What follows belongs to an exercise in optimizing a design on an open flow for small area and a short achievable clock period; a production flow would make more cautious choices. RTL that was checked went through simulation tests only; none was proved equivalent to the original. Only the layout flow was run in runs 2 to 4; the RTL was not checked for function there. No activity file was given, so power comes from the tool's default toggle rates.

===== run.sh =====
#!/bin/bash
# synth_recipe.tcl (not shown) runs the flow's synth.tcl, then flattens the netlist and writes it again
# the make line also repeats each setting of config.mk as NAME=value (left out here)
make -C /OpenROAD-flow-scripts/flow DESIGN_CONFIG=/design/flow/config.mk WORK_HOME=/design/flow/orfs CLKGATE_MAP_FILE= SYNTH_SCRIPT=/design/flow/synth_recipe.tcl finish

===== config.mk =====
export PLATFORM = sky130hd
export DESIGN_NAME = adler32
export DESIGN_NICKNAME = adler32
export VERILOG_FILES = /design/flow/design.v
export SDC_FILE = /design/flow/constraint.sdc
export NUM_CORES = 4
export LEC_CHECK = 0
export CAP_MARGIN = 20
export CORE_MARGIN = 2
export CORE_UTILIZATION = 40
export SLEW_MARGIN = 20

===== constraint.sdc =====
create_clock -name core_clock -period 6.5 [get_ports {clk}]
set_input_delay 1.3000 -clock core_clock [delete_from_list [all_inputs] [get_ports {clk}]]
set_output_delay 1.3000 -clock core_clock [all_outputs]
set_load 0.01 [all_outputs]

===== design.v =====
module adler32 (
  input         rst_n, clk,
  input         size_valid,
  input  [31:0] size,
  input         data_start,
  input  [ 7:0] data,
  output        checksum_valid,
  output [31:0] checksum
);
  wire latch_size, upd_data, dec_cnt, clr_data;
  controller ctl( rst_n, clk, size_valid, data_start,
    last_data, checksum_valid, latch_size, upd_data,
    dec_cnt, clr_data );
  datapath datap( rst_n, clk, size, latch_size, data,
    upd_data, clr_data, dec_cnt, last_data, checksum );
endmodule
module controller (
  input      rst_n, clk,
  input      size_valid,
  input      data_start,
  input      last_data,
  output reg checksum_valid,
  output reg latch_size,
  output reg upd_data,
  output reg dec_cnt,
  output reg clr_data
);
  localparam WAIT_ON_SIZE       = 0;
  localparam WAIT_ON_DATA_START = 1;
  localparam GET_DATA           = 2;
  localparam DELIVER_CHECKSUM   = 3;
  reg [1:0] cstate, nstate;
  always @( posedge clk )
    if( !rst_n )
      cstate <= WAIT_ON_SIZE;
    else
      cstate <= nstate;
  always @*
  begin
    latch_size     <= 0;
    checksum_valid <= 0;
    upd_data       <= 0;
    dec_cnt        <= 0;
    clr_data       <= 0;
    case( cstate )
      WAIT_ON_SIZE : begin
        clr_data     <= 1;
        if( size_valid ) begin
          latch_size <= 1;
          if( data_start )
            nstate   <= GET_DATA;
          else
            nstate   <= WAIT_ON_DATA_START;
        end
        else begin
          nstate     <= WAIT_ON_SIZE;
        end
      end  
      WAIT_ON_DATA_START : begin
        clr_data <= 1;
        if( data_start )
          nstate <= GET_DATA;
        else
          nstate <= WAIT_ON_DATA_START;
      end  
      GET_DATA : begin
        upd_data <= 1;
        dec_cnt  <= 1;
        if( last_data )
          nstate <= DELIVER_CHECKSUM;
        else
          nstate <= GET_DATA;
      end  
      DELIVER_CHECKSUM : begin
        checksum_valid <= 1;
        nstate         <= WAIT_ON_SIZE;
      end  
      default: begin
        nstate <= WAIT_ON_SIZE;
      end
    endcase
  end
endmodule
module datapath (
  input         rst_n, clk,
  input  [31:0] size,
  input         latch_size,
  input  [ 7:0] data,
  input         upd_data,
  input         clr_data,
  input         dec_cnt,
  output        last_data,
  output [31:0] checksum
);
  reg  [15:0] A, B;
  reg  [31:0] size_cnt;
  wire [15:0] modulo_add_A, modulo_add_B;
  assign checksum = { B, A };
  always @( posedge clk )
    if( !rst_n )
      A <= 1;
    else
      if( clr_data )
        A <= 1;
      else
        if( upd_data )
          A <= modulo_add_A;
        else
          A <= A;
  always @( posedge clk )
    if( !rst_n )
      B <= 0;
    else
      if( clr_data )
        B <= 0;
      else
        if( upd_data )
          B <= modulo_add_B;
        else
          B <= B;
  always @( posedge clk )
    if( !rst_n )
      size_cnt <= 32'hffffffff;
    else
      if( latch_size )
        size_cnt <= size;
      else
        if( dec_cnt )
          size_cnt <= size_cnt - 1;
        else
          size_cnt <= size_cnt;
  assign last_data = ( size_cnt == 32'h00000001 );
  modulo_sum sum_A (
    A, {8'h00, data}, modulo_add_A );
  modulo_sum sum_B (
    B, modulo_add_A, modulo_add_B );
endmodule
module modulo_sum(
  input      [15:0] a, b,
  output reg [15:0] sum
);
  reg [16:0] tmp_sum;
  always @( a, b ) begin
    tmp_sum = a + b;
    if( tmp_sum >= 65521 )
      sum = tmp_sum - 65521;
    else
      sum = tmp_sum;
  end
endmodule

==> out/results.txt, run 1 <==
met3 GRT Util: 4.040%
sequential element share of the synthesized area: 24.75%
post-synth top area share: 24.75%
grt met2 use: 39.86%
GRT busiest layer: met2
worst-path fanout max: 7
H-tree levels: 3
PD cells: 161.0 nW/um2
Hold WC Path Type: flip-flop to flip-flop
routed len/inst: 16.23 um
die width: 119.5 um
synthesis-to-finish area growth: 47.47%
fillers: 1194
I/O Buffers: 76
post-synthesis async set-or-reset flop share: 0%
cell taking the most area after synthesis: dfxtp_1
share of layout cells above drive strength 1: 25.57%
core area: 13140 um2
DRT iter0 DRCs: 348
Post-Layout Inst Area: 7871 um2
Mapped Cells: 693
most numerous cell in the Yosys netlist: nor2_1
clock root cell: clkbuf_16
Worst Path Required: 6.79 ns
DR pass1 iterations: 5
CTS tree: built
first-pass GRT wire length: 27260 um
Final Util: 59.91%
DRC viols: 0
crit path time final: 6.324 ns
Post-Syn Nets: 771
ys flop type: dfxtp_1
area of the multi-input gates: 4217 um2
gr ovfl total: 0
initial core utilization: 40.63%
Die H: 119.5 um
final setup vio count: 0
Crit Path Category: input pin to flip-flop
io pins: 77
max-cap viol count: 0
Critical Path Source Type: input pin
final count of pins violating max slew: 0
clock sinks: 66
number of distinct library cells after synthesis: 77
HPWL Detailed: 12150 um
Synth Area per Inst: 7.702 um2
period utilization: 97.29%
Die Area: 14280 um2
met1 Usage GRT: 30.97%
DRT antenna net count: 0
Worst EP arrival: 6.61 ns
Fin. Hold Viols: 0
setup TNS: 0 ns
std cell rows: 42
routed via count: 5776
vias in the first global route: 5616
worst-margin pin slew: 1.015 ns
RePlAce Congestion: 0.9069
pin count of the biggest net entering global routing: 37
VDD IR max: 111.7 uV
hold_buf cts: 0
initial antenna violation count: 0
placed inst area: 6904 um2
total power: 1.267 mW
clk buf depth: 2
normalized max-slew margin: 32.18%
leakage: 3.187 nW
cell area after synthesis: 5338 um2
placed cells: 1007
PnR worst setup slack: 0.1760 ns
Area contributors post-synth: dfxtp_1 25%, ha_1 7.5%, nor2_1 6.2%, nand2_1 4.9%, xnor2_1 4.1%
Layout Cells excl Fill: 1052
synth cell count leaders: 88 x nor2_1, 70 x nand2_1, 66 x dfxtp_1, 38 x a21oi_1, 36 x o21ai_0
TritonCTS buffer count: 9
Warnings, synthesis: 4
pre-CTS setup slack: -0.6271 ns
Seq cells post-synth: 66
GRT Total Usage: 23.65%
n_diodes: 0
Vias/cell: 5.490
Routed WL: 17070 um
Achievable Freq: 0.1581 GHz
outcome: complete, no violations
EDFF count, synth: 0
clk slew on worst S/H paths: 0.06 ns
nets: 949
FF/Latch Area: 1321 um2
Clock Skews: 0.005746 ns
Crit. End Element: flip-flop
final hold slack: 0.5159 ns
Skew-Pair Late Insertion Delay: 0.35 ns
## layer usage
| layer | up-vias | wire length [um] | part of all wire, % |
|---|---|---|---|
| li1 | 2875 | - | - |
| met1 | 2752 | 7783 | 46 |
| met2 | 129 | 8314 | 49 |
| met3 | 20 | 679 | 4.0 |
| met4 | 0 | 291 | 1.7 |
| met5 | - | 0 | 0 |
## path summary, 6_finish.rpt
path | cells after the start | end | from | slack, ns
max | 23 | datap.B[6] | data[0] | 0.18
min | 2 | datap.A[0] | datap.A[0] | 0.52
max reg2reg | 22 | datap.B[6] | datap.A[0] | 0.94
min reg2reg | 2 | datap.A[0] | datap.A[0] | 0.52
## placed cells by master, fill, tap and decap left out, types with 6 or more instances in the layout
cell type,netlist,routed
xor2_1,24,20
a21o_1,8,8
and2_1,9,8
xnor2_2,3,8
nand2b_1,12,12
nor2_1,88,85
ha_1,32,23
clkdlybuf4s50_1,0,71
or3_1,7,6
nand3_1,25,25
o21a_1,6,6
clkbuf_16,0,9
dfxtp_1,66,66
o211ai_1,9,9
xnor2_1,25,20
nor3_1,34,31
nand2_1,70,68
and3_1,14,13
nand4_1,9,9
mux2i_1,8,8
buf_4,2,122
o2111ai_1,10,10
o21ai_0,36,35
a21oi_1,38,35
a221o_1,6,6
inv_1,16,15
## state kept, by name, summed over array words and instances (netlist names)
name / flops
ctl.cstate: 2
datap.A: 16
datap.size_cnt: 32
datap.B: 16
## power by group
part           total, mW  internal (mW)  switching, mW
clock network      0.535          0.337          0.198
logic              0.290          0.145          0.145
registers          0.442          0.424         0.0186
## final cells by class
class,instances,share of cell area [%]
multi-input combinational,576,53.57
sequential,66,16.79
inverter,16,0.7630
clock inverter,6,1.144
tap,176,2.798
clock buffer,10,2.909
timing repair buffer,202,22.03
## critical path, stage by stage
cell	delay, ns
dlymetal6s2s_1	0.13
ha_2	0.19
fa_2	0.38
a211oi_4	0.32
o211ai_1	0.17
mux2i_1	0.24
o21ai_2	0.13
nor3b_4	0.27
a31oi_4	0.18
xnor2_2	0.20
ha_2	0.22
inv_2	0.04
fa_2	0.37
nand3b_1	0.24
buf_6	0.18
a211oi_4	0.25
or3_4	0.17
and3_4	0.19
nand4_4	0.10
or4_4	0.59
o21ai_4	0.32
mux2_4	0.34
nand2_1	0.06
## timing repair
item                                    CTS  global route
endpoints found under the setup margin   15            16
pin swaps                                34            33
buffers inserted                         21            10
gates resized for setup                  47            35
## cells by family after synthesis
kind of cell | synth area share, %
DFF | 24.75
and+or+nand+nor | 28.08
xor gates and xnor gates | 8.955
adders and majority gates | 8.251
muxes | 2.133
buffers and inverters | 3.844
AOI/OAI and AO/OA | 23.98
==> run 2, diff against run 1 <==
==> design.v (replaced) <==
module adler32 (
  input         rst_n, clk,
  input         size_valid,
  input  [31:0] size,
  input         data_start,
  input  [ 7:0] data,
  output        checksum_valid,
  output [31:0] checksum
);
  wire busy, in_data, last_data;
  controller ctl( rst_n, clk, size_valid, data_start,
    last_data, checksum_valid, busy, in_data );
  datapath datap( clk, size, busy, data, in_data, last_data, checksum );
endmodule
module controller (
  input      rst_n, clk,
  input      size_valid,
  input      data_start,
  input      last_data,
  output reg checksum_valid,
  output     busy,
  output reg in_data
);
  reg wait_ds;
  wire idle = ~(wait_ds | in_data | checksum_valid);
  wire go   = idle & size_valid;
  assign busy = wait_ds | in_data;
  always @( posedge clk ) begin
    wait_ds        <= rst_n & ( go & ~data_start | wait_ds & ~data_start );
    in_data        <= rst_n & ( ( go | wait_ds ) & data_start | in_data & ~last_data );
    checksum_valid <= rst_n & in_data & last_data;
  end
endmodule
module datapath (
  input         clk,
  input  [31:0] size,
  input         busy,
  input  [ 7:0] data,
  input         in_data,
  output        last_data,
  output [31:0] checksum
);
  reg  [15:0] A, B;
  reg  [31:0] size_cnt;
  assign checksum  = { B, A };
  assign last_data = ( size_cnt == 32'h00000001 );
  always @( posedge clk )
    if( !busy )
      size_cnt <= size;
    else if( in_data )
      size_cnt <= size_cnt - 1'b1;
  wire [16:0] ab   = A + B;
  wire [16:0] ab15 = A + B + 17'd15;
  wire [15:0] P    = ab15[16] ? ab15[15:0] : ab[15:0];
  wire [15:0] nA, nB;
  modadd8 addA ( A, data, nA );    
  modadd8 addB ( P, data, nB );    
  always @( posedge clk ) begin
    A <= in_data ? nA : 16'd1;
    B <= in_data ? nB : 16'd0;
  end
endmodule
module modadd8 (
  input  [15:0] x,
  input  [ 7:0] d,
  output [15:0] y
);
  wire [8:0] lo  = x[7:0] + d;           
  wire [8:0] lo2 = lo[7:0] + 9'd15;      
  wire       c   = lo[8];
  wire       c2  = lo2[8];
  wire       hff = &x[15:8];
  wire       hfe = ( x[15:8] == 8'hfe );
  wire       wrap = hff & ( c | c2 ) | hfe & c & c2;
  wire [7:0] hi  = x[15:8] + c;
  assign y = wrap ? { 8'h00, lo2[7:0] } : { hi, lo[7:0] };
endmodule
==> out/results.txt, run 2 <==
setup TNS: 0 ns
Sw Ratio: 33.07%
Post-Syn Nets: 744
initial antenna violation count: 0
simple-gate portion of the synthesized area: 21.69%
Fin. Hold Viols: 0
worst-path fanout max: 15
mux share of post-synthesis cell area: 1.059%
number of distinct library cells after synthesis: 74
Crit Path Category: flip-flop to flip-flop
DRT antenna net count: 0
Int Power: 1.035 mW
Hold WC Path Type: flip-flop to flip-flop
cell area after synthesis: 5669 um2
slowest cell delay on critical path: 0.49 ns
Worst path top cell family by delay: compound AO/OA/AOI/OAI gates
routed via count: 5210
share of layout cells above drive strength 1: 7.123%
Largest register FFs: 32
Worst EP arrival: 6.21 ns
outcome: complete, no violations
Worst Path Buf+Inv: 2
nets: 814
I/O Buffers: 76
Adder-Cell Fraction of Synth Area: 10.33%
worst-margin pin slew: 0.8706 ns
period utilization: 92.16%
Top reg by flops: datap.size_cnt
Achievable Freq: 0.1669 GHz
final setup vio count: 0
die width: 123.1 um
Skew-Pair Late Insertion Delay: 0.34 ns
max-cap viol count: 0
EDFF count, synth: 32
Mapped Cells: 655
Crit. End Element: flip-flop
first-pass GRT wire length: 24280 um
ys flop type: dfxtp_1
largest family of logic cells by synthesized area: compound AO/OA/AOI/OAI gates
Die H: 123.1 um
Seq cells post-synth: 67
PnR worst setup slack: 0.5095 ns
Vias/cell: 5.725
VDD IR max: 110.7 uV
core area: 13880 um2
total power: 1.546 mW
pre-CTS setup slack: 0.4779 ns
clk slew on worst S/H paths: 0.06 ns
hold_buf cts: 0
H-tree levels: 3
CP cell instances: ha_1 -> inv_1 -> fa_1 -> nand2b_1 -> a21o_1 -> a21o_1 -> a211oi_1 -> o2111ai_2 -> nor4_4 -> xnor2_2 -> xnor2_1 -> ha_1 -> inv_1 -> fa_1 -> ha_1 -> and3_1 -> or2_2 -> nor3_1 -> o311a_1 -> a21o_1 -> o211a_2 -> nand2_2 -> and3_1
Post-Synth XOR/XNOR Area: 11.37%
Synth Area per Inst: 8.655 um2
post-synthesis compound-gate area fraction: 22.45%
n_diodes: 0
post-synthesis async set-or-reset flop share: 0%
P_sw: 0.5113 mW
CTS tree: built
cell taking the most area after synthesis: edfxtp_1
pin count of the biggest net entering global routing: 65
Area contributors post-synth: edfxtp_1 17%, dfxtp_1 12%, ha_1 9.3%, xnor2_1 7.4%, a21oi_1 5.6%
commonest non-fill, non-tap cell in the layout: clkdlybuf4s50_1
synthesis-to-finish area growth: 22.00%
DRC viols: 0
Critical Path Source Type: flip-flop
HPWL Detailed: 11820 um
routed len/inst: 16.71 um
Layout Cells excl Fill: 910
Sequential Power Share: 35.3%
clock root cell: clkbuf_16
Warnings, synthesis: 2
initial core utilization: 40.84%
Clock Skews: 0.005457 ns
RSZ-0062 raised after global routing: false
io pins: 77
Routed WL: 15200 um
RePlAce Congestion: 0.9274
Die Area: 15140 um2
share of power burned in the clock network: 33.7%
gr ovfl total: 0
clock sinks: 67
vias in the first global route: 4978
leakage: 2.715 nW
DR pass1 iterations: 5
most frequent cells in the layout: 76 x clkdlybuf4s50_1, 75 x nor2_1, 63 x a21oi_1, 47 x xnor2_1, 42 x ha_1
sequential element share of the synthesized area: 29.31%
slowest stage cell on the critical path: fa_1
TritonCTS buffer count: 9
post-synth top area share: 16.95%
clk buf depth: 2
normalized max-slew margin: 41.88%
Comb pwr share: 31.1%
crit path time final: 5.990 ns
biggest regs: datap.size_cnt: 32 flops, datap.A: 16 flops, datap.B: 16 flops
Final Util: 49.83%
DRT iter0 DRCs: 256
std cell rows: 43
GRT Total Usage: 20.35%
PD cells: 223.5 nW/um2
final count of pins violating max slew: 0
synth cell count leaders: 75 x nor2_1, 63 x a21oi_1, 48 x xnor2_1, 42 x ha_1, 36 x nand2_1
Worst Path Required: 6.72 ns
most numerous cell in the Yosys netlist: nor2_1
placed cells: 892
## run 2: kinds of logic (layout without fill, tap and decap cells)
| kind of cell | Yosys count | after routing |
|---|---|---|
| AOI/OAI and AO/OA | 181 | 181 |
| xor gates and xnor gates | 71 | 71 |
| adders and majority gates | 45 | 45 |
| buffers and inverters | 49 | 124 |
| DFF | 67 | 67 |
| muxes | 6 | 6 |
| and+or+nand+nor | 236 | 236 |
## run 2: metal layers
metal / wire (um) / track usage [%] / share of wire, %
met1: 6978 / 27.09 / 46
met3: 673 / 2.721 / 4.4
met4: 351 / 8.026 / 2.3
met2: 7200 / 33.43 / 47
met5: 0 / 0 / 0
## run 2: path summary, 6_finish.rpt
check              startpoint  cells past startpoint  slack, ns           to
setup / recovery   datap.A[0]                     23       0.51   datap.B[9]
hold / removal    ctl.wait_ds                      2       0.59  ctl.wait_ds
setup reg to reg   datap.A[0]                     23       0.51   datap.B[9]
hold reg to reg   ctl.wait_ds                      2       0.59  ctl.wait_ds
## run 2: area by class of cell
type,instances,area [um2]
clock buffers,10,250.2
clock inverters,6,70.07
fillers,1321,6964
inverters,25,93.84
multi-input cells,539,3802
flip-flops and latches,67,1662
well taps,180,225.2
repair buffers,83,813.3
## run 2: timing repair
item	4_1_cts	5_1_grt
setup buffers	0	2
endpoints found under the setup margin	0	12
gates resized for setup	0	1
## run 2: metrics by stage
stage,hold WS [ns],cell area (um2)
after floorplan,0.5024,5669
after global placement,0.5630,6571
after detailed placement,0.5844,6571
after CTS,0.5930,6892
after global routing,0.6197,6917
final,0.5939,6917
## run 2: power by group through the flow
stage / registers, mW / logic (mW) / clock network [mW]
2_1_floorplan: 0.543 / 0.340 / 0
3_3_place_gp: 0.550 / 0.461 / 0
3_5_place_dp: 0.553 / 0.469 / 0
4_1_cts: 0.544 / 0.476 / 0.529
5_1_grt: 0.551 / 0.528 / 0.546
6_report: 0.545 / 0.480 / 0.520
## run 2: worst register-to-register path, cell delays in order (launching register included)
cell	delay, ns
dfxtp_1	0.36
ha_1	0.21
inv_1	0.06
fa_1	0.42
nand2b_1	0.21
a21o_1	0.22
a21o_1	0.22
a211oi_1	0.37
o2111ai_2	0.26
nor4_4	0.33
xnor2_2	0.24
xnor2_1	0.17
ha_1	0.20
inv_1	0.06
fa_1	0.49
ha_1	0.26
and3_1	0.17
or2_2	0.31
nor3_1	0.17
o311a_1	0.21
a21o_1	0.12
o211a_2	0.38
nand2_2	0.21
and3_1	0.25
==> run 3, diff against run 2 <==
--- a/config.mk
+++ b/config.mk
@@ -10,2 +10,3 @@
 export CORE_UTILIZATION = 40
+export SETUP_SLACK_MARGIN = 3.0
 export SLEW_MARGIN = 20
==> out/results.txt, run 3 <==
share of layout cells above drive strength 1: 22.77%
mux share of post-synthesis cell area: 1.059%
ys flop type: dfxtp_1
die width: 123.1 um
slowest cell delay on critical path: 0.41 ns
post-synthesis async set-or-reset flop share: 0%
Seq cells post-synth: 67
most numerous cell in the Yosys netlist: nor2_1
clock sinks: 67
Top cell by count, worst path: buf_6
EDFF count, synth: 32
Mapped Cells: 655
commonest non-fill, non-tap cell in the layout: clkdlybuf4s50_1
VDD IR max: 133.6 uV
RSZ-0062 raised after global routing: true
first-pass GRT wire length: 25940 um
DRC viols: 0
cell taking the most area after synthesis: edfxtp_1
Post-Synth XOR/XNOR Area: 11.37%
max-cap viol count: 0
io pins: 77
total power: 1.754 mW
Synth Area per Inst: 8.655 um2
Fin. Hold Viols: 0
leakage: 2.990 nW
Die Area: 15140 um2
fillers: 1257
DRT iter0 DRCs: 440
setup TNS: 0 ns
gr ovfl total: 0
nets: 848
Routed WL: 16910 um
final count of pins violating max slew: 0
Clock Skews: 0.005126 ns
Post-Syn Nets: 744
simple-gate portion of the synthesized area: 21.69%
Worst Path Buf+Inv: 5
slowest stage cell on the critical path: dfxtp_1
biggest regs: datap.size_cnt: 32 flops, datap.A: 16 flops, datap.B: 16 flops
final setup vio count: 0
post-synthesis compound-gate area fraction: 22.45%
Critical Path Source Type: flip-flop
RePlAce Congestion: 0.9674
crit path time final: 5.486 ns
clk buf depth: 2
H-tree levels: 3
clk slew on worst S/H paths: 0.06 ns
Die H: 123.1 um
initial core utilization: 40.84%
vias in the first global route: 5098
Worst path top cell family by delay: simple AND/OR/NAND/NOR gates
n_diodes: 0
routed via count: 5448
I/O Buffers: 76
core area: 13880 um2
area of the multi-input gates: 4423 um2
CTS tree: built
sequential element share of the synthesized area: 29.31%
Crit. End Element: flip-flop
Layout Cells excl Fill: 944
pin count of the biggest net entering global routing: 65
HPWL Detailed: 12380 um
FF/Latch Area: 1670 um2
GRT Total Usage: 21.95%
synth cell count leaders: 75 x nor2_1, 63 x a21oi_1, 48 x xnor2_1, 42 x ha_1, 36 x nand2_1
Vias/cell: 5.771
clock root cell: clkbuf_16
synthesis-to-finish area growth: 37.63%
post-synth top area share: 16.95%
number of distinct library cells after synthesis: 74
Warnings, synthesis: 2
worst-margin pin slew: 0.8826 ns
initial antenna violation count: 0
TritonCTS buffer count: 9
cell area after synthesis: 5669 um2
Worst Path Required: 6.75 ns
placed cells: 888
Area contributors post-synth: edfxtp_1 17%, dfxtp_1 12%, ha_1 9.3%, xnor2_1 7.4%, a21oi_1 5.6%
period utilization: 84.40%
normalized max-slew margin: 41.08%
std cell rows: 43
hold_buf cts: 0
worst-path fanout max: 8
Achievable Freq: 0.1823 GHz
routed len/inst: 17.91 um
most frequent cells in the layout: 75 x clkdlybuf4s50_1, 73 x nor2_1, 47 x a21oi_1, 41 x xnor2_1, 34 x nand2_1
largest family of logic cells by synthesized area: compound AO/OA/AOI/OAI gates
outcome: complete, no violations
DR pass1 iterations: 5
Top reg by flops: datap.size_cnt
Hold WC Path Type: flip-flop to flip-flop
Largest register FFs: 32
DRT antenna net count: 0
Skew-Pair Late Insertion Delay: 0.34 ns
Adder-Cell Fraction of Synth Area: 10.33%
final hold slack: 0.5901 ns
PD cells: 224.8 nW/um2
Crit Path Category: flip-flop to flip-flop
Worst EP arrival: 5.73 ns
-- run 3: cell types whose count changed in the layout (fill, tap and decap cells not counted), sizes merged --
cell           previous run  this run
buf                       7        38
bufinv                    1         2
clkdlybuf4s50            76        75
clkinv                    3         5
dlymetal6s2s              0         1
inv                      27        25
o211a                     6         7
o22a                      1         2
-- run 3: repair_timing --
item,4_1_cts,5_1_grt
resized for setup,33,66
buffers inserted,17,20
pin swaps,30,35
setup endpoints to repair,32,32
cloned,1,1
-- run 3: final timing paths --
path,depth (start not counted),slack [ns],startpoint,endpoint
setup reg to reg,26,1.01,datap.B[1],datap.B[2]
setup / recovery,26,1.01,datap.B[1],datap.B[2]
hold / removal,2,0.59,ctl.wait_ds,ctl.wait_ds
hold reg to reg,2,0.59,ctl.wait_ds,ctl.wait_ds
-- run 3: report_power, final --
group / total (mW) / internal [mW] / switching, mW
registers: 0.550 / 0.497 / 0.0527
clock network: 0.526 / 0.335 / 0.191
logic: 0.678 / 0.327 / 0.351
total: 1.75 / 1.16 / 0.595
-- run 3: cells by family (layout without fill, tap and decap cells) --
| logic type | Yosys count | in the layout |
|---|---|---|
| xor+xnor | 71 | 71 |
| flops | 67 | 67 |
| fa+ha+maj | 45 | 45 |
| buf+inv | 49 | 156 |
| mux | 6 | 6 |
| compound gates | 181 | 183 |
| simple gates | 236 | 236 |
-- run 3: final cells by class --
cell class	count	area share [%]
timing repair buffer	115	13.74
clock buffer	9	2.886
multi-input combinational	541	56.69
tap	180	2.886
sequential	67	21.41
clock inverter	7	1.187
inverter	25	1.203
-- run 3: tightest hold or removal path: stages (launching register included) --
cell     delay (ns)
dfxtp_1        0.32
a21oi_1        0.16
nor3b_1        0.06
-- run 3: metal layers --
metal	wire length (um)	GRT usage [%]	up-vias
li1	-	-	2656
met3	737	3.644	32
met1	7838	29.45	2608
met2	7902	36.19	152
met4	432	6.747	0
met5	0	0	-
-- run 3: stage by stage --
stage	area [um2]	worst slack, ns	utilization (%)
3_5_place_dp	6665	0.7293	48.02
4_1_cts	7273	1.121	52.40
5_1_grt	7802	0.8077	56.21
6_report	7802	1.014	56.21
3_3_place_gp	6665	0.7207	48.02
2_1_floorplan	5803	1.484	-
==> run 4, diff against run 3 <==
--- a/design.v
+++ b/design.v
@@ -51,5 +51,11 @@
       size_cnt <= size_cnt - 1'b1;
-  wire [16:0] ab   = A + B;
-  wire [16:0] ab15 = A + B + 17'd15;
-  wire [15:0] P    = ab15[16] ? ab15[15:0] : ab[15:0];
+  wire [15:0] k15 = 16'h000f;
+  wire [15:0] ab, ab15;
+  wire        ab_co, ab15_co;
+  wire [15:0] cs_s = A ^ B ^ k15;
+  wire [16:0] cs_c = { ( A & B ) | ( ( A | B ) & k15 ), 1'b0 };
+  ksadd #(16) add_ab   ( A, B, ab, ab_co );
+  ksadd #(16) add_ab15 ( cs_s, cs_c[15:0], ab15, ab15_co );
+  wire        sel = ab15_co | cs_c[16];
+  wire [15:0] P   = sel ? ab15 : ab;
   wire [15:0] nA, nB;
@@ -67,11 +73,65 @@
 );
-  wire [8:0] lo  = x[7:0] + d;           
-  wire [8:0] lo2 = lo[7:0] + 9'd15;      
-  wire       c   = lo[8];
-  wire       c2  = lo2[8];
-  wire       hff = &x[15:8];
-  wire       hfe = ( x[15:8] == 8'hfe );
-  wire       wrap = hff & ( c | c2 ) | hfe & c & c2;
-  wire [7:0] hi  = x[15:8] + c;
-  assign y = wrap ? { 8'h00, lo2[7:0] } : { hi, lo[7:0] };
+  wire [7:0] lo, s15, hi1;
+  wire       c, c15, hi1_co;
+  wire [7:0] k   = 8'h0f;
+  wire [7:0] cs_s = x[7:0] ^ d ^ k;
+  wire [8:0] cs_c = { ( x[7:0] & d ) | ( ( x[7:0] | d ) & k ), 1'b0 };
+  ksadd #(8) add_lo  ( x[7:0], d, lo, c );
+  ksadd #(8) add_l15 ( cs_s, cs_c[7:0], s15, c15 );
+  inc   #(8) inc_hi  ( x[15:8], hi1 );
+  wire       ge256 = c15 | cs_c[8];
+  wire       ge512 = c15 & cs_c[8];
+  wire       hff   = &x[15:8];
+  wire       hfe   = ( x[15:8] == 8'hfe );
+  wire       wrap  = hff & ge256 | hfe & ge512;
+  wire [7:0] hi    = c ? hi1 : x[15:8];
+  assign y = wrap ? { 8'h00, s15 } : { hi, lo };
 endmodule
+module ksadd #( parameter W = 16 ) (
+  input  [W-1:0] a, b,
+  output [W-1:0] s,
+  output         co
+);
+  localparam L = $clog2( W );
+  wire [W-1:0] g [0:L];
+  wire [W-1:0] p [0:L];
+  assign g[0] = a & b;
+  assign p[0] = a ^ b;
+  genvar i, j;
+  generate
+    for( j = 0; j < L; j = j + 1 ) begin : lvl
+      for( i = 0; i < W; i = i + 1 ) begin : bt
+        if( i >= ( 1 << j ) ) begin : mrg
+          assign g[j+1][i] = g[j][i] | p[j][i] & g[j][i-(1<<j)];
+          assign p[j+1][i] = p[j][i] & p[j][i-(1<<j)];
+        end else begin : pas
+          assign g[j+1][i] = g[j][i];
+          assign p[j+1][i] = p[j][i];
+        end
+      end
+    end
+  endgenerate
+  assign s  = p[0] ^ { g[L][W-2:0], 1'b0 };
+  assign co = g[L][W-1];
+endmodule
+module inc #( parameter W = 8 ) (
+  input  [W-1:0] a,
+  output [W-1:0] s
+);
+  localparam L = $clog2( W );
+  wire [W-1:0] t [0:L];
+  assign t[0] = a;
+  genvar i, j;
+  generate
+    for( j = 0; j < L; j = j + 1 ) begin : lvl
+      for( i = 0; i < W; i = i + 1 ) begin : bt
+        if( i >= ( 1 << j ) ) begin : mrg
+          assign t[j+1][i] = t[j][i] & t[j][i-(1<<j)];
+        end else begin : pas
+          assign t[j+1][i] = t[j][i];
+        end
+      end
+    end
+  endgenerate
+  assign s = a ^ { t[L][W-2:0], 1'b1 };
+endmodule
==> out/results.txt, run 4 <==
outcome: complete, no violations
pre-CTS setup slack: 1.085 ns
DRT antenna net count: 0
clock root cell: clkbuf_16
worst-path fanout max: 5
Synth Area per Inst: 8.639 um2
P_sw: 0.7111 mW
crit path time final: 4.953 ns
EDFF count, synth: 32
number of distinct library cells after synthesis: 74
Top reg by flops: datap.size_cnt
Seq cells post-synth: 67
period utilization: 76.20%
Worst EP arrival: 5.18 ns
Worst Path Required: 6.72 ns
leakage: 3.587 nW
CTS tree: built
share of layout cells above drive strength 1: 21.40%
Mapped Cells: 775
routed via count: 5927
synthesis-to-finish area growth: 35.25%
Crit. End Element: flip-flop
Clock Skews: 0.01233 ns
normalized max-slew margin: 57.38%
Layout Cells excl Fill: 1122
clk slew on worst S/H paths: 0.07 ns
clk buf depth: 2
Warnings, synthesis: 5
RSZ-0062 raised after global routing: true
core area: 16470 um2
first-pass GRT wire length: 29960 um
TritonCTS buffer count: 9
ys flop type: dfxtp_1
synth cell count leaders: 83 x inv_1, 77 x ha_1, 77 x nor2_1, 59 x xnor2_1, 57 x a21oi_1
clock sinks: 67
placed cells: 1057
Routed WL: 18810 um
Vias/cell: 5.283
GRT Total Usage: 21.18%
total power: 1.976 mW
nets: 1040
HPWL Detailed: 14050 um
worst-margin pin slew: 0.6393 ns
share of power burned in the clock network: 28.1%
Die H: 133.4 um
DRC viols: 0
sequential element share of the synthesized area: 24.82%
routed len/inst: 16.77 um
Sequential Power Share: 27.7%
DRT iter0 DRCs: 273
Post-Syn Nets: 918
PD cells: 218.2 nW/um2
Sw Ratio: 35.99%
pin count of the biggest net entering global routing: 65
RePlAce Congestion: 0.8850
final setup vio count: 0
vias in the first global route: 6079
Skew-Pair Late Insertion Delay: 0.35 ns
n_diodes: 0
I/O Buffers: 76
Hold WC Path Type: flip-flop to flip-flop
setup TNS: 0 ns
max-cap viol count: 0
final hold slack: 0.5272 ns
commonest non-fill, non-tap cell in the layout: clkdlybuf4s50_1
post-synth top area share: 14.39%
io pins: 77
fillers: 1475
cell taking the most area after synthesis: ha_1
biggest regs: datap.size_cnt: 32 flops, datap.A: 16 flops, datap.B: 16 flops
Critical Path Source Type: flip-flop
Largest register FFs: 32
Int Power: 1.265 mW
initial antenna violation count: 0
Post-Layout Inst Area: 9055 um2
Crit Path Category: flip-flop to flip-flop
gr ovfl total: 0
Fin. Hold Viols: 0
Achievable Freq: 0.2019 GHz
post-synthesis async set-or-reset flop share: 0%
initial core utilization: 40.66%
H-tree levels: 3
std cell rows: 47
most numerous cell in the Yosys netlist: inv_1
Area contributors post-synth: ha_1 14%, edfxtp_1 14%, dfxtp_1 10%, xnor2_1 7.7%, fa_1 6.6%
die width: 133.4 um
Die Area: 17790 um2
most frequent cells in the layout: 69 x clkdlybuf4s50_1, 67 x inv_1, 67 x nor2_1, 59 x ha_1, 58 x xnor2_1
cell area after synthesis: 6695 um2
placed inst area: 7886 um2
final count of pins violating max slew: 0
VDD IR max: 136.0 uV
DR pass1 iterations: 4
Comb pwr share: 44.3%
Final Util: 54.99%
PnR worst setup slack: 1.547 ns
[run 4: changes by cell type in the layout (fill, tap and decap cells not counted), sizes merged, moves of 7 or more]
cell,change
inv,+60
ha,+35
and3,-19
fa,+19
buf,+18
nand2,+14
xnor2,+9
a21oi,-7
nor2b,+7
[run 4: routing by layer]
layer  up-vias  global-route usage [%]  part of all wire, %
li1       2947                       -                    -
met1      2816                   27.60                   46
met2       139                   35.48                   48
met3        25                   3.349                  3.9
met4         0                   7.920                  2.2
met5         -                       0                    0
[run 4: power by group through the flow]
stage	clock, mW	sequential (mW)	combinational, mW
final	0.554	0.547	0.875
after global routing	0.580	0.553	0.958
after CTS	0.566	0.546	0.772
after detailed placement	0	0.556	0.691
after global placement	0	0.554	0.684
after floorplan	0	0.548	0.508
[run 4: timing repair]
item / in CTS / in global routing
pin swaps: 20 / 39
setup buffers: 24 / 23
hold buffers: 0 / 0
endpoints found under the setup margin: 32 / 32
gates resized for setup: 52 / 76
cloned: 2 / 0
[run 4: final timing paths]
path,slack [ns],cells after the start,startpoint,to
setup / recovery,1.55,20,datap.A[4],datap.B[15]
hold / removal,0.53,2,ctl.wait_ds,ctl.wait_ds
setup reg to reg,1.55,20,datap.A[4],datap.B[15]
hold reg to reg,0.53,2,ctl.wait_ds,ctl.wait_ds
[run 4: logic make-up (layout without fill, tap and decap cells)]
logic type | count (synthesis) | after routing | synth area share, %
XOR/XNOR | 84 | 84 | 10.99
AO/OA/AOI/OAI | 171 | 171 | 17.55
adder cells (fa/ha/maj) | 99 | 99 | 20.97
multiplexers | 11 | 11 | 1.663
buffers and inverters | 102 | 229 | 5.812
AND/OR/NAND/NOR | 241 | 241 | 18.20
flip-flops | 67 | 67 | 24.82
[run 4: cell type report]
type / instances / area (um2) / share of cell area, %
flip-flops and latches: 67 / 1690 / 18.67
multi-input cells: 606 / 5166 / 57.05
repair buffers: 129 / 1255 / 13.86
inverters: 84 / 336.6 / 3.717
clock inverters: 7 / 106.4 / 1.175
clock buffers: 9 / 225.2 / 2.487
well taps: 220 / 275.3 / 3.040
[run 4: critical path, cell delays in order (launching register included)]
cell,delay [ns]
dfxtp_2,0.40
ha_1,0.22
inv_1,0.08
fa_2,0.59
nor3b_1,0.09
o21ba_2,0.22
o31a_4,0.36
a211oi_4,0.32
buf_12,0.17
xnor2_4,0.12
ha_2,0.22
inv_2,0.04
fa_2,0.37
o21ai_4,0.16
a31oi_4,0.11
o21ba_4,0.22
or4b_4,0.51
a2bb2o_4,0.22
and3_4,0.20
nand3_2,0.06
nor3b_2,0.16

==> static timing again, ports no longer ideal <==
In the flow no input, the clock included, has a driving cell. The finished layouts below were timed again as built, in two steps.
Step 1 assumes that a clkbuf_16 drives the clock port and a buf_2 every other input.
Step 2 also shifts input and output timing later by t, the mid clock arrival at the registers, as if the neighbouring blocks saw the same clock.
Slacks: no drivers / after step 1 / after step 2; pairs: no drivers / after step 1.
run	t (ns)	setup WS [ns]	clock arrival spread, ns	worst register clock-pin slew, ns
run 1	0.385	0.176 / 0.191 / -0.193	0.006 / 0.005	0.06 / 0.06
run 2	0.372	0.510 / 0.510 / 0.510	0.006 / 0.006	0.06 / 0.06
run 3	0.381	1.014 / 1.014 / 1.014	0.006 / 0.005	0.06 / 0.06
run 4	0.383	1.547 / 1.547 / 1.547	0.014 / 0.013	0.07 / 0.07
Met with ideal ports but missed after step 2: setup timing in run 1. The setup slack of run 1, which loses most, moves by +0.015 ns with the drivers and by -0.369 ns with both steps.
